Background: an optimization exercise with open tools, aiming at small area. Do not read the settings as production practice. Function was checked by simulation only, so behaviour that the tests miss may differ from the original. Power is estimated from default activity; no workload was simulated.

Setup of oak:
==> flow/design.v <==
`timescale 1ps / 1ps
module spi_denetleyici (
   input clk_i,
   input rst_i,
   input  [ 7:0] wb_adr_i,
   input  [31:0] wb_dat_i,
   input         wb_we_i,
   input         wb_stb_i,
   input  [ 3:0] wb_sel_i,
   input         wb_cyc_i,
   output        wb_ack_o,
   output [31:0] wb_dat_o,
   input  [3:0] qspi_data_i,
   output [3:0] qspi_data_o,
   output [3:0] qspi_data_oe,
   output spi_cs_o,
   output spi_sck_o
);
   localparam [1:0] S_IDLE = 2'd0, S_INST = 2'd1, S_DUMMY = 2'd2, S_DATA = 2'd3;
   reg [31:0] rf0, rf1, rf2, rf3, rf4, rf5, rf6, rf7, rf8, rf9;
   reg [1:0]  state;
   reg [3:0]  word_ctr;
   reg [10:0] bit_ctr;
   reg [31:0] t_buffer;
   reg [31:0] r_buffer;
   reg        ack;
   reg        inst_flag;
   reg        clock_en;
   reg [5:0]  prescale_ctr;
   wire [7:0] instruction_value = rf0[7:0];
   wire [1:0] data_mod = rf0[9:8];
   wire write_flash = rf0[10];
   wire [4:0] dummy_cycles = rf0[15:11];
   wire [8:0] data_size = rf0[24:16];
   wire [5:0] prescale = rf0[30:25];
   wire x4 = data_mod == 2'b11;
   wire x2 = data_mod == 2'b10;
   wire x1 = ~x4 & ~x2;
   wire idle = state == S_IDLE;
   wire st_inst = state == S_INST;
   wire st_dummy = state == S_DUMMY;
   wire st_data = state == S_DATA;
   wire nrst = ~rst_i;
   assign wb_ack_o = ack | (wb_stb_i & (wb_adr_i != 8'd0));
   always @(posedge clk_i) begin
      if (rst_i) begin
         prescale_ctr <= 6'd0;
         clock_en <= 1'b0;
      end else if (prescale_ctr < prescale) begin
         clock_en <= 1'b0;
         prescale_ctr <= prescale_ctr + 6'd1;
      end else begin
         clock_en <= 1'b1;
         prescale_ctr <= 6'd0;
      end
   end
   wire lo0 = bit_ctr[2:0] == 3'd0;
   wire hi0 = bit_ctr[10:3] == 8'h00;
   wire hi1 = bit_ctr[10:3] == 8'hff;
   wire bc_zero = hi0 & lo0;
   wire bc_one = hi0 & (bit_ctr[2:0] == 3'd1);
   wire d_end = hi1 & lo0;
   wire word_end = (bit_ctr[4:3] == 2'b11) & (bit_ctr[2:0] == {x4, x2, x1});
   wire adr0 = rf1 == 32'd0;
   wire dummy0 = dummy_cycles == 5'd0;
   wire start = clock_en & idle & wb_stb_i & inst_flag;
   wire inst_tick = clock_en & st_inst;
   wire inst_end = inst_tick & bc_one;
   wire dum_end = clock_en & st_dummy & bc_zero;
   wire enter = (inst_end & dummy0) | dum_end;
   wire data_tick = clock_en & st_data & ~d_end;
   wire data_end = clock_en & st_data & d_end;
   wire adv = data_tick & word_end;
   wire store = adv & ~write_flash;
   wire wload = enter | (adv & write_flash);
   wire bus_we = wb_we_i & idle;
   wire [2:0] bc_step = st_data ? {x4, x2, x1} : 3'd1;
   wire [10:0] bc_dec = bit_ctr - {8'd0, bc_step};
   always @(posedge clk_i) begin
      if (rst_i) begin
         state <= S_IDLE;
         word_ctr <= 4'd0;
         bit_ctr <= 11'd0;
         ack <= 1'b0;
         inst_flag <= 1'b0;
      end else begin
         if (bus_we & (wb_adr_i == 8'd0) & ~ack)
            inst_flag <= 1'b1;
         if (inst_tick)
            inst_flag <= 1'b0;
         if (clock_en & idle) ack <= 1'b0;
         if (data_end) ack <= 1'b1;
         if (start) word_ctr <= 4'd0;
         if (enter | adv) word_ctr <= word_ctr + 4'd1;
         if (start) state <= S_INST;
         if (inst_end) state <= dummy0 ? S_DATA : S_DUMMY;
         if (dum_end) state <= S_DATA;
         if (data_end) state <= S_IDLE;
         if (start) bit_ctr <= adr0 ? 11'd8 : 11'd32;
         else if (enter) bit_ctr <= {data_size[7:0], 3'b000};
         else if (inst_end) bit_ctr <= {6'd0, dummy_cycles};
         else if (inst_tick | (clock_en & st_dummy) | data_tick) bit_ctr <= bc_dec;
      end
   end
   wire [5:0] rd_idx = wb_adr_i[7:2];
   wire [9:0] rsel;      
   wire [9:0] wen;       
   wire [9:2] usel;      
   genvar g;
   generate
      for (g = 0; g < 10; g = g + 1) begin : dec
         assign rsel[g] = rd_idx == g;
         if (g == 0) begin : w0
            assign wen[g] = rst_i | (bus_we & rsel[g]);
         end else begin : wn
            assign wen[g] = rst_i | (bus_we & rsel[g]) | (store & (word_ctr == g - 1));
         end
         if (g >= 2) begin : u
            assign usel[g] = nrst & wload & (word_ctr == g - 2);
         end
      end
   endgenerate
   wire usel_i = nrst & start;
   wire [1:0] bl = bit_ctr[1:0];
   wire nib_last = x4 | (x2 & (bl == 2'd2)) | (x1 & (bl == 2'd1));
   wire t_sh4 = (inst_tick & (bl == 2'd1)) | (data_tick & write_flash & nib_last);
   wire h4 = nrst & ~wload & t_sh4;
   wire t_en = rst_i | start | t_sh4 | enter;
   wire rd_tick = data_tick & ~write_flash;
   wire r_en = rst_i | (rd_tick & nib_last);
   wire rs3_en = rd_tick & ~x4 & (bl == 2'd0);
   wire rs2_en = rd_tick & ((x1 & (bl == 2'd3)) | (x2 & (bl == 2'd0)));
   wire rs1_en = rd_tick & x1 & (bl == 2'd2);
   reg rs3, rs2, rs1;
   always @(posedge clk_i) begin
      if (rs3_en) rs3 <= x2 ? qspi_data_i[1] : qspi_data_i[0];
      if (rs2_en) rs2 <= qspi_data_i[0];
      if (rs1_en) rs1 <= qspi_data_i[0];
   end
   wire idle_nr = nrst & idle;
   wire busy_nr = nrst & ~idle;
   wire [31:0] iw = {instruction_value, rf1[23:0]};
   wire [31:0] wd;       
   wire [31:0] t_d;      
   wire [31:0] rdat;
   generate
      for (g = 0; g < 32; g = g + 1) begin : dp
         wire ra, rb, rc, rd;
         g_a222oi ra_i (.a1(rsel[0]), .a2(rf0[g]), .b1(rsel[1]), .b2(rf1[g]), .c1(rsel[2]), .c2(rf2[g]), .y(ra));
         g_a222oi rb_i (.a1(rsel[3]), .a2(rf3[g]), .b1(rsel[4]), .b2(rf4[g]), .c1(rsel[5]), .c2(rf5[g]), .y(rb));
         g_a222oi rc_i (.a1(rsel[6]), .a2(rf6[g]), .b1(rsel[7]), .b2(rf7[g]), .c1(rsel[8]), .c2(rf8[g]), .y(rc));
         g_nand2  rd_i (.a(rsel[9]), .b(rf9[g]), .y(rd));
         g_nand4  ro_i (.a(ra), .b(rb), .c(rc), .d(rd), .y(rdat[g]));
         wire ta, tb, tc, td;
         g_a222oi ta_i (.a1(usel[2]), .a2(rf2[g]), .b1(usel[3]), .b2(rf3[g]), .c1(usel[4]), .c2(rf4[g]), .y(ta));
         g_a222oi tb_i (.a1(usel[5]), .a2(rf5[g]), .b1(usel[6]), .b2(rf6[g]), .c1(usel[7]), .c2(rf7[g]), .y(tb));
         g_a222oi tc_i (.a1(usel[8]), .a2(rf8[g]), .b1(usel[9]), .b2(rf9[g]), .c1(usel_i), .c2(iw[g]), .y(tc));
         if (g >= 4) begin : sh4
            g_nand2 td_i (.a(h4), .b(t_buffer[g-4]), .y(td));
            g_nand4 to_i (.a(ta), .b(tb), .c(tc), .d(td), .y(t_d[g]));
            g_a22o wd_i (.a1(idle_nr), .a2(wb_dat_i[g]), .b1(busy_nr), .b2(r_buffer[g-4]), .y(wd[g]));
         end else begin : sh0
            g_nand3 to_i (.a(ta), .b(tb), .c(tc), .y(t_d[g]));
         end
      end
   endgenerate
   assign wd[3] = (idle_nr & wb_dat_i[3]) | (busy_nr & (x4 ? qspi_data_i[3] : rs3));
   assign wd[2] = (idle_nr & wb_dat_i[2]) | (busy_nr & (x4 ? qspi_data_i[2] : rs2));
   assign wd[1] = (idle_nr & wb_dat_i[1]) | (busy_nr & (x1 ? rs1 : qspi_data_i[1]));
   assign wd[0] = (idle_nr & wb_dat_i[0]) | (busy_nr & qspi_data_i[0]);
   assign wb_dat_o = rdat;
   always @(posedge clk_i) begin
      if (wen[0]) rf0 <= wd;
      if (wen[1]) rf1 <= wd;
      if (wen[2]) rf2 <= wd;
      if (wen[3]) rf3 <= wd;
      if (wen[4]) rf4 <= wd;
      if (wen[5]) rf5 <= wd;
      if (wen[6]) rf6 <= wd;
      if (wen[7]) rf7 <= wd;
      if (wen[8]) rf8 <= wd;
      if (wen[9]) rf9 <= wd;
      if (r_en) r_buffer <= wd;
      if (t_en) t_buffer <= t_d;
   end
   wire [1:0] out_mod = (st_dummy | st_data) ? (write_flash ? data_mod : 2'b00) : 2'b01;
   wire om1 = out_mod == 2'b01;
   wire om2 = out_mod == 2'b10;
   wire om3 = out_mod == 2'b11;
   reg x1_bit;
   always @(*)
      case (bl)
         2'd0: x1_bit = t_buffer[31];
         2'd3: x1_bit = t_buffer[30];
         2'd2: x1_bit = t_buffer[29];
         default: x1_bit = t_buffer[28];
      endcase
   assign qspi_data_o[0] = (om1 & x1_bit) | (om3 & t_buffer[28]);
   assign qspi_data_o[1] = om3 & t_buffer[29];
   assign qspi_data_o[2] = (om3 & t_buffer[30]) | (om2 & (bl[1] ? t_buffer[28] : t_buffer[30]));
   assign qspi_data_o[3] = (om3 & t_buffer[31]) | (om2 & (bl[1] ? t_buffer[29] : t_buffer[31]));
   assign qspi_data_oe = out_mod == 2'b11 ? 4'b1111 :
                         out_mod == 2'b10 ? 4'b1100 :
                         out_mod == 2'b01 ? 4'b0001 : 4'b0000;
   assign spi_cs_o = idle;
   assign spi_sck_o = ~idle & ((prescale == 6'd0) | clock_en);
endmodule
module g_a222oi (input a1, input a2, input b1, input b2, input c1, input c2, output y);
   assign y = ~((a1 & a2) | (b1 & b2) | (c1 & c2));
endmodule
module g_a22oi (input a1, input a2, input b1, input b2, output y);
   assign y = ~((a1 & a2) | (b1 & b2));
endmodule
module g_a22o (input a1, input a2, input b1, input b2, output y);
   assign y = (a1 & a2) | (b1 & b2);
endmodule
module g_nand2 (input a, input b, output y);
   assign y = ~(a & b);
endmodule
module g_nand3 (input a, input b, input c, output y);
   assign y = ~(a & b & c);
endmodule
module g_nand4 (input a, input b, input c, input d, output y);
   assign y = ~(a & b & c & d);
endmodule
clock: 8.0 ns
lec_check: 0
cap_margin: 5
core_margin: 2
core_utilization: 40
cts_buf_list: sky130_fd_sc_hd__clkbuf_8
cts_cluster_diameter: 60
cts_cluster_size: 16
slew_margin: 5
synth_hierarchical: 1
standard.sh (not shown) runs the stock make flow with config.mk's settings and CLKGATE_MAP_FILE= SYNTH_SCRIPT=/design/flow/synth_recipe.tcl, a recipe that flattens the netlist after the stock synthesis.
==> flow/flow/run.sh <==
#!/bin/bash
set -e
export BUFFER_PORTS_ARGS="-buffer_cell sky130_fd_sc_hd__buf_1"
bash standard.sh > standard.log 2>&1
### oak -> pine
--- a/flow/design.v
+++ b/flow/design.v
@@ -75,7 +75,9 @@
    wire wload = enter | (adv & write_flash);
    wire bus_we = wb_we_i & idle;
    wire [2:0] bc_step = st_data ? {x4, x2, x1} : 3'd1;
-   wire [10:0] bc_dec = bit_ctr - {8'd0, bc_step};
+   wire [3:0] bc_lo = {1'b0, bit_ctr[2:0]} - {1'b0, bc_step};
+   wire [7:0] bc_hi = bit_ctr[10:3] - {7'd0, bc_lo[3]};
+   wire [10:0] bc_dec = {bc_hi, bc_lo[2:0]};
    always @(posedge clk_i) begin
       if (rst_i) begin
          state <= S_IDLE;
@@ -125,7 +127,7 @@
    wire nib_last = x4 | (x2 & (bl == 2'd2)) | (x1 & (bl == 2'd1));
    wire t_sh4 = (inst_tick & (bl == 2'd1)) | (data_tick & write_flash & nib_last);
    wire h4 = nrst & ~wload & t_sh4;
-   wire t_en = rst_i | start | t_sh4 | enter;
+   wire t_hold = nrst & ~(start | t_sh4 | enter);
    wire rd_tick = data_tick & ~write_flash;
    wire r_en = rst_i | (rd_tick & nib_last);
    wire rs3_en = rd_tick & ~x4 & (bl == 2'd0);
@@ -156,11 +158,12 @@
          g_a222oi tb_i (.a1(usel[5]), .a2(rf5[g]), .b1(usel[6]), .b2(rf6[g]), .c1(usel[7]), .c2(rf7[g]), .y(tb));
          g_a222oi tc_i (.a1(usel[8]), .a2(rf8[g]), .b1(usel[9]), .b2(rf9[g]), .c1(usel_i), .c2(iw[g]), .y(tc));
          if (g >= 4) begin : sh4
-            g_nand2 td_i (.a(h4), .b(t_buffer[g-4]), .y(td));
-            g_nand4 to_i (.a(ta), .b(tb), .c(tc), .d(td), .y(t_d[g]));
+            g_a22o td_i (.a1(h4), .a2(t_buffer[g-4]), .b1(t_hold), .b2(t_buffer[g]), .y(td));
+            g_nand4b to_i (.a_n(td), .b(ta), .c(tb), .d(tc), .y(t_d[g]));
             g_a22o wd_i (.a1(idle_nr), .a2(wb_dat_i[g]), .b1(busy_nr), .b2(r_buffer[g-4]), .y(wd[g]));
          end else begin : sh0
-            g_nand3 to_i (.a(ta), .b(tb), .c(tc), .y(t_d[g]));
+            g_nand2 td_i (.a(t_hold), .b(t_buffer[g]), .y(td));
+            g_nand4 to_i (.a(ta), .b(tb), .c(tc), .d(td), .y(t_d[g]));
          end
       end
    endgenerate
@@ -181,7 +184,7 @@
       if (wen[8]) rf8 <= wd;
       if (wen[9]) rf9 <= wd;
       if (r_en) r_buffer <= wd;
-      if (t_en) t_buffer <= t_d;
+      t_buffer <= t_d;
    end
    wire [1:0] out_mod = (st_dummy | st_data) ? (write_flash ? data_mod : 2'b00) : 2'b01;
    wire om1 = out_mod == 2'b01;
@@ -214,6 +217,9 @@
 module g_a22o (input a1, input a2, input b1, input b2, output y);
    assign y = (a1 & a2) | (b1 & b2);
 endmodule
+module g_nand4b (input a_n, input b, input c, input d, output y);
+   assign y = ~(~a_n & b & c & d);
+endmodule
 module g_nand2 (input a, input b, output y);
    assign y = ~(a & b);
 endmodule
==> comparison <==
Between oak and pine, the chip height figures differ only marginally.
Summary: with oak as the reference, number of clock buffers in the layout in pine moved up by a few percent.
pine ends up with higher layout cell share with drive strength beyond 1 than oak does.
H-tree depth essentially unchanged between oak and pine.
Per the comparison of pine with oak, sequential share of layout area went down by 2.2 points, post-detailed-routing wire length rose about 4.4%.
pine ended up with a higher ratio of final minimum period to clock period than oak did.
Post-route clock skew ended up 0.0099 ns higher on pine than on oak.
From oak to pine the numbers moved as follows: via count increased 231; share of cell area taken by multi-input logic gates increased 1.5 points; final critical-path required period increased 0.13 ns; relative contribution of the clock network to total power increased 1.8 points; data arrival time of the critical path increased 0.13 ns.
Setup slack in pine is smaller than in oak.

afterwards: timing with drivers on the ports:
No port has a modelled driver above. Below, the same layouts with a new extraction and two added sets of constraints.
Step 1 assumes that a clkbuf_16 drives the clock port and a buf_2 every other input.
Step 2 times the ports against the registers' clock, not the clock port: input delays grow and output delays shrink by t, the midpoint of the rising clock arrivals with the driver on.
a / b / c = no drivers / after step 1 / after step 2; a / b = the first two.
| run | t, ns | slack for setup (ns) | cell pins on the clock port's net |
|---|---|---|---|
| oak | 0.627 | 2.154 / 2.130 / 2.130 | 1 |
| pine | 0.639 | 2.019 / 1.998 / 1.998 | 1 |
After both steps setup and hold are still met in every run listed. The setup slack of oak, which loses most, moves by -0.024 ns with the drivers and by -0.024 ns with both steps.
